Source: an optimization exercise on an open RTL-to-GDS flow (aim: small area, a short achievable clock period and few clock cycles per item). Production flows keep margins and buffers that such runs may drop.
Function was checked by simulation only, so behaviour that the tests miss may differ from the original.
No driver is modelled on the clock port, so clock power and skew are understated where the tree is cut down; a real chip needs a root buffer or a tree.
Power figures rest on the tool's default switching activity, not on a simulated workload.

==> inputs of xenon <==
==> flow/design.v (excerpt) <==
module mac_neuron(
	input clk,
	input rst,
	input in_valid,
	output in_ready,
	input [15:0] in_x,
	input [15:0] in_w,
	input in_last,
	output reg out_valid,
	output [15:0] out_data
);
==> flow/config.mk <==
export PLATFORM = sky130hd
export DESIGN_NAME = mac_neuron
export DESIGN_NICKNAME = mac_neuron
export VERILOG_FILES = /design/flow/design.v
export SDC_FILE = /design/flow/constraint.sdc
export NUM_CORES = 4
export LEC_CHECK = 0
export CAP_MARGIN = 20
export CORE_MARGIN = 2
export CORE_UTILIZATION = 40
export CTS_BUF_LIST = sky130_fd_sc_hd__clkbuf_4 sky130_fd_sc_hd__clkbuf_8
export CTS_CLUSTER_SIZE = 40
export PLACE_DENSITY = 0.6
export SLEW_MARGIN = 20
export SYNTH_HIERARCHICAL = 1
==> flow/constraint.sdc <==
create_clock -name core_clock -period 11.0 [get_ports {clk}]
set_input_delay 2.2000 -clock core_clock [delete_from_list [all_inputs] [get_ports {clk}]]
set_output_delay 2.2000 -clock core_clock [all_outputs]
set_load 0.01 [all_outputs]
standard.sh (not shown) runs the stock make flow with config.mk's settings and CLKGATE_MAP_FILE= SYNTH_SCRIPT=/design/flow/synth_recipe.tcl, a recipe that flattens the netlist after the stock synthesis.
==> flow/flow/run.sh <==
#!/bin/bash
set -euo pipefail
source flow/env.sh
bash standard.sh > std_flow.log 2>&1
==> flow/flow/env.sh <==
export SETUP_SLACK_MARGIN=7.8
export BUFFER_PORTS_ARGS="-buffer_cell sky130_fd_sc_hd__buf_1"
export PRE_CTS_TCL=$PWD/flow/manual_cts.tcl
export MCTS_NBUF=8
export MCTS_NROOT=2
Other scripts of this flow, unchanged in this note and not shown: flow/flow/manual_cts.tcl
==> inputs of zinc, as changes to xenon <==
--- a/flow/design.v
+++ b/flow/design.v
@@ -11,15 +11,15 @@
 );
 assign in_ready = 1'b1;
 reg [15:0] xn;
 reg v0, l0;
 reg [7:0] b_onen, b_twon, b_neg;
 reg [23:0] ha_r, hb_r;
 reg cl_r, zl_r, v1, l1;
-reg zl0, sg0, sg1;
+reg zl0, sg1;
 reg [15:0] m_r;
 reg v2, l2;
 reg [15:0] acc;
 reg first;
 wire bs1;
 wire pp2;
 wire bs3;
@@ -776,15 +776,14 @@
 wire zlow = |(zx & {zw[0], zw[1], zw[2], zw[3], zw[4], zw[5], zw[6], zw[7], zw[8]});
 always @(posedge clk) begin
 	b_onen <= e_onen;
 	b_twon <= e_twon;
 	b_neg <= e_neg;
 	xn <= ~(in_x & {16{in_valid & ~rst}});
 	zl0 <= zlow;
-	sg0 <= in_x[15] ^ in_w[15];
 	l0 <= in_last;
 	v0 <= in_valid & ~rst;
 end
 nor2_c u_bs1 (.a(b_onen[0]), .b(xn[0]), .y(bs1));
 xor2_c u_pp2 (.a(bs1), .b(b_neg[0]), .y(pp2));
 o22ai_c u_bs3 (.a1(b_onen[0]), .a2(xn[1]), .b1(b_twon[0]), .b2(xn[0]), .y(bs3));
 xor2_c u_pp4 (.a(bs3), .b(b_neg[0]), .y(pp4));
@@ -1376,15 +1375,15 @@
 wire [23:0] s_hi = {sm657, sm656, sm655, sm654, sm653, sm652, sm651, sm650, sm649, sm648, sm647, sm646, sm645, sm644, sm643, sm642, sm641, sm640, sm639, sm638, sm637, sm636, sm635, sm634};
 wire [15:0] a_s = {sm741, sm740, sm739, sm738, sm737, sm736, sm735, sm734, sm733, sm732, sm731, sm730, sm729, sm728, sm727, s658};
 always @(posedge clk) begin
 	ha_r <= {1'b1, pp272, s494, s492, s490, s488, s486, s484, s482, s480, s478, s476, s474, s472, s470, s468, s466, s464, s462, s460, s458, s456, s454, c412};
 	hb_r <= {1'b0, pp270, c493, c491, c489, c487, c485, c483, c481, c479, c477, c475, c473, c471, c469, c467, c465, c463, c461, c459, c457, c455, c453, s452};
 	cl_r <= g521;
 	zl_r <= zl0;
-	sg1 <= sg0;
+	sg1 <= ~xn[15] ^ b_neg[7];   
 	l1 <= l0;
 	v1 <= v0 & ~rst;
 end
 wire tie = zl_r & ~s_hi[0];
 wire [22:0] q = {s_hi[23:2], s_hi[1] & ~tie};
 wire [23:0] hp = {s572, s570, s568, s566, s564, s562, s560, s558, s556, s554, s552, s550, s548, s546, s544, s542, s540, s538, s536, s534, s532, s530, s528, s526};
 wire [23:0] hg = {c573, c571, c569, c567, c565, c563, c561, c559, c557, c555, c553, c551, c549, c547, c545, c543, c541, c539, c537, c535, c533, c531, c529, c527};
==> flow/flow/env.sh (replaced) <==
export SETUP_SLACK_MARGIN=7.9
export BUFFER_PORTS_ARGS="-buffer_cell sky130_fd_sc_hd__buf_1"
export PRE_CTS_TCL=$PWD/flow/manual_cts.tcl
export MCTS_NBUF=4
export MCTS_NROOT=0
- CORE_UTILIZATION: 40 -> 60
- PLACE_DENSITY: 0.6 -> 0.8
==> results.txt <==
| quantity | xenon | zinc |
|---|---|---|
| Run status | no timing/DRC/antenna violations | no timing/DRC/antenna violations |
| Wire length on met1 | 10,180 µm | 8799 µm |
| Met2 routing resource usage after global routing | 0.2882 | 0.4081 |
| Switching Power | 0.9331 mW | 0.8770 mW |
| Fraction of layout instances using a drive strength above 1 | 0.07128 | 0.07644 |
| # nets final | 1,144 | 1,145 |
| Routed wl met2 | 9839 µm | 9790 µm |
| Maximum VDD drop | 86.18 µV | 122.3 µV |
| Skew final | 0.01876 ns | 0.01059 ns |
| Number of rows created at floorplan | 56 | 46 |
| Minimum setup slack after placement | 7.498 ns | 7.401 ns |
| Clock-net power | 0.313 mW | 0.185 mW |
| Taps Inserted | 319 | 216 |
| Die outline width | 158.6 µm | 130.1 µm |
| HPWL after detailed placement | 15,670 µm | 14,620 µm |
| Worst R2R End | ha_r[10] | ha_r[6] |
Testbench counts of xenon, summed over its fixed seeds: cycles 8,224, items 8,192.
Testbench counts of zinc, summed over its fixed seeds: cycles 8,224, items 8,192.
No run of this note takes its clock network from TritonCTS; it comes from the design's own scripts or RTL.

==> delta: inputs <==
Another version of the RTL of mac_neuron (not shown whole).
export LEC_CHECK = 0
export CAP_MARGIN = 20
export CORE_MARGIN = 2
export CORE_UTILIZATION = 40
export CTS_BUF_LIST = sky130_fd_sc_hd__clkbuf_4 sky130_fd_sc_hd__clkbuf_8
export CTS_CLUSTER_SIZE = 40
export PLACE_DENSITY = 0.6
export SLEW_MARGIN = 20
export SYNTH_HIERARCHICAL = 1
create_clock -name core_clock -period 11.0 [get_ports {clk}]
==> flow/flow/env.sh <==
export SETUP_SLACK_MARGIN=7.5
export BUFFER_PORTS_ARGS="-buffer_cell sky130_fd_sc_hd__buf_1"
Scripts as last shown in full above: flow/flow/run.sh
==> quartz: changes against delta <==
==> flow/flow/env.sh (replaced) <==
export SETUP_SLACK_MARGIN=7.7
export BUFFER_PORTS_ARGS="-buffer_cell sky130_fd_sc_hd__buf_1"
export PRE_CTS_TCL=$PWD/flow/manual_cts.tcl
export MCTS_NBUF=8
export MCTS_NROOT=2
==> flow/flow/manual_cts.tcl (new file) <==
# Clock tree of one or two levels: the clock port drives MCTS_NROOT buffers (or, with
# MCTS_NROOT 0, the leaf buffers directly); the leaf buffers each drive the flip-flops of
# one cluster (balanced k-means on their placement). Sourced as PRE_CTS_TCL: it replaces
# clock_tree_synthesis for this design.
rename clock_tree_synthesis orig_clock_tree_synthesis

# balanced k-means: returns {assign mx my used}
proc mcts_kmeans {xs ys k} {
  set n [llength $xs]
  set cx 0; set cy 0
  foreach x $xs y $ys { set cx [expr {$cx + $x}]; set cy [expr {$cy + $y}] }
  set cx [expr {$cx / $n}]; set cy [expr {$cy / $n}]
  set order {}
  for {set i 0} {$i < $n} {incr i} {
    lappend order [list $i [expr {atan2([lindex $ys $i] - $cy, [lindex $xs $i] - $cx)}]]
  }
  set order [lsort -real -index 1 $order]
  set assign [lrepeat $n 0]
  for {set j 0} {$j < $n} {incr j} { lset assign [lindex $order $j 0] [expr {$j * $k / $n}] }
  set cap [expr {int(ceil(double($n) / $k)) + 1}]
  set used [lrepeat $k 0]
  for {set iter 0} {$iter < 30} {incr iter} {
    set mx [lrepeat $k 0.0]; set my [lrepeat $k 0.0]; set cnt [lrepeat $k 0]
    for {set i 0} {$i < $n} {incr i} {
      set c [lindex $assign $i]
      lset mx $c [expr {[lindex $mx $c] + [lindex $xs $i]}]
      lset my $c [expr {[lindex $my $c] + [lindex $ys $i]}]
      lset cnt $c [expr {[lindex $cnt $c] + 1}]
    }
    for {set c 0} {$c < $k} {incr c} {
      if {[lindex $cnt $c] > 0} {
        lset mx $c [expr {[lindex $mx $c] / [lindex $cnt $c]}]
        lset my $c [expr {[lindex $my $c] / [lindex $cnt $c]}]
      }
    }
    set pairs {}
    for {set i 0} {$i < $n} {incr i} {
      for {set c 0} {$c < $k} {incr c} {
        set d [expr {abs([lindex $xs $i] - [lindex $mx $c]) + abs([lindex $ys $i] - [lindex $my $c])}]
        lappend pairs [list $d $i $c]
      }
    }
    set pairs [lsort -real -index 0 $pairs]
    set done [lrepeat $n 0]; set used [lrepeat $k 0]
    set new [lrepeat $n 0]
    foreach p $pairs {
      lassign $p d i c
      if {[lindex $done $i]} continue
      if {[lindex $used $c] >= $cap} continue
      lset new $i $c; lset done $i 1; lset used $c [expr {[lindex $used $c] + 1}]
    }
    set assign $new
  }
  return [list $assign $mx $my $used]
}

proc clock_tree_synthesis {args} {
  set nleaf [expr {[info exists ::env(MCTS_NBUF)] ? $::env(MCTS_NBUF) : 8}]
  set nroot [expr {[info exists ::env(MCTS_NROOT)] ? $::env(MCTS_NROOT) : 2}]
  set leafm [expr {[info exists ::env(MCTS_CELL)] ? $::env(MCTS_CELL) : "sky130_fd_sc_hd__clkbuf_16"}]
  set rootm [expr {[info exists ::env(MCTS_ROOT_CELL)] ? $::env(MCTS_ROOT_CELL) : "sky130_fd_sc_hd__clkbuf_16"}]
  set block [ord::get_db_block]
  set db [ord::get_db]
  set clknet [$block findNet clk]
  set sinks [$clknet getITerms]
  set n [llength $sinks]
  puts "manual cts: $n sinks, $nleaf leaf buffers ($leafm), $nroot root buffers ($rootm)"
  set xs {}; set ys {}
  foreach it $sinks {
    set bb [[$it getInst] getBBox]
    lappend xs [expr {([$bb xMin] + [$bb xMax]) / 2.0}]
    lappend ys [expr {([$bb yMin] + [$bb yMax]) / 2.0}]
  }
  lassign [mcts_kmeans $xs $ys $nleaf] assign mx my used
  puts "manual cts: leaf cluster sizes $used"
  set lnets {}
  for {set c 0} {$c < $nleaf} {incr c} {
    set inst [odb::dbInst_create $block [$db findMaster $leafm] "mcts_leaf_$c"]
    set net [odb::dbNet_create $block "mcts_clk_leaf_$c"]
    $net setSigType CLOCK
    [$inst findITerm X] connect $net
    $inst setLocation [expr {int([lindex $mx $c])}] [expr {int([lindex $my $c])}]
    $inst setPlacementStatus PLACED
    lappend leaves $inst
    set bnet($c) $net
  }
  for {set i 0} {$i < $n} {incr i} {
    set it [lindex $sinks $i]
    $it disconnect
    $it connect $bnet([lindex $assign $i])
  }
  if {$nroot == 0} {
    foreach inst $leaves { [$inst findITerm A] connect $clknet }
    return
  }
  lassign [mcts_kmeans $mx $my $nroot] rassign rx ry rused
  puts "manual cts: root cluster sizes $rused"
  for {set r 0} {$r < $nroot} {incr r} {
    set inst [odb::dbInst_create $block [$db findMaster $rootm] "mcts_root_$r"]
    set net [odb::dbNet_create $block "mcts_clk_root_$r"]
    $net setSigType CLOCK
    [$inst findITerm A] connect $clknet
    [$inst findITerm X] connect $net
    $inst setLocation [expr {int([lindex $rx $r])}] [expr {int([lindex $ry $r])}]
    $inst setPlacementStatus PLACED
    set rnet($r) $net
  }
  for {set c 0} {$c < $nleaf} {incr c} {
    [[lindex $leaves $c] findITerm A] connect $rnet([lindex $rassign $c])
  }
}
CORE_UTILIZATION = 60.0   (was 40)
PLACE_DENSITY = 0.8   (was 0.6)
==> fjord: changes against delta <==
==> flow/flow/env.sh (replaced) <==
export SETUP_SLACK_MARGIN=8.1
export BUFFER_PORTS_ARGS="-buffer_cell sky130_fd_sc_hd__buf_1"
==> summary of the runs <==
First-iteration DRC count, lowest first: delta, quartz, fjord. Of quartz and fjord, fjord has the higher register-to-register slack (gap 0.16 ns). quartz went through all stages and came out clean. delta ran to the end with no violations. fjord completed with no timing, DRC or antenna violations. In sequential cell count, quartz and delta do not differ. Synthesized area is the same in delta and fjord. Maximum frequency, highest first: fjord, quartz, delta.
==> figures <==
quantity	fjord	delta	quartz
Total number of clock tree sinks	131	131	-
Fraction of power consumed by the clock network	0.157	0.175	0.131
Clock latency (worst-skew pair)	0.46 ns	0.45 ns	0.31 ns
Routed length on met1	11600 um	10200 um	8810 um
Internal power summed over all cells	0.00164 W	0.00143 W	0.00138 W
Worst path max stage delay	0.35 ns	0.80 ns	0.76 ns
Clock Skews	0.0184 ns	0.0196 ns	0.0190 ns
Result of the run	complete, no violations	complete, no violations	complete, no violations
Critical Path Start	acc[15]	xn[9]	b_twon[6]
Die area	0.0253 mm^2	0.0253 mm^2	0.0170 mm^2
Detail Placement HPWL	15800 um	15900 um	15300 um
Total number of tap cells	319	319	216
Testbench counts of delta, summed over its fixed seeds: cycles 8,224, items 8,192.
Testbench counts of quartz, summed over its fixed seeds: cycles 8,224, items 8,192.
Testbench counts of fjord, summed over its fixed seeds: cycles 8,224, items 8,192.
In quartz the design's own scripts or RTL, not TritonCTS, make the clock network.

[re-timing with driven ports]
Ports are ideal in the flow. The routed layouts listed here were re-timed in OpenROAD. Step 1 sets driving cells, clkbuf_16 on the clock port and buf_2 on the other inputs (assumed; they add their load-dependent delay and slew). Step 2, shift: input delay + t, output delay - t, t = (earliest + latest rising clock arrival at the registers) / 2. This alone moves slack from input paths to output paths. a / b / c = ideal ports / drivers / drivers and shift; a / b = the first two.
| run | shift t [ns] | setup WS [ns] | slew at the worst register clock pin (ns) | worst slew at a driven data input, ns | pins driven straight from the clock port |
|---|---|---|---|---|---|
| xenon | 0.365 | 7.868 / 7.844 / 7.765 | 0.08 / 0.08 | 0.05 | 2 |
| zinc | 0.264 | 7.972 / 7.943 / 7.750 | 0.12 / 0.12 | 0.06 | 4 |
| delta | 0.486 | 7.615 / 7.615 / 7.615 | 0.09 / 0.09 | 0.03 | 1 |
| quartz | 0.359 | 7.780 / 7.780 / 7.667 | 0.08 / 0.08 | 0.03 | 2 |
| fjord | 0.487 | 7.894 / 7.854 / 7.732 | 0.09 / 0.09 | 0.03 | 1 |
After both steps every run listed still meets setup and hold. For zinc, which loses most, drivers alone change the setup slack by -0.029 ns; drivers and shift together by -0.222 ns.
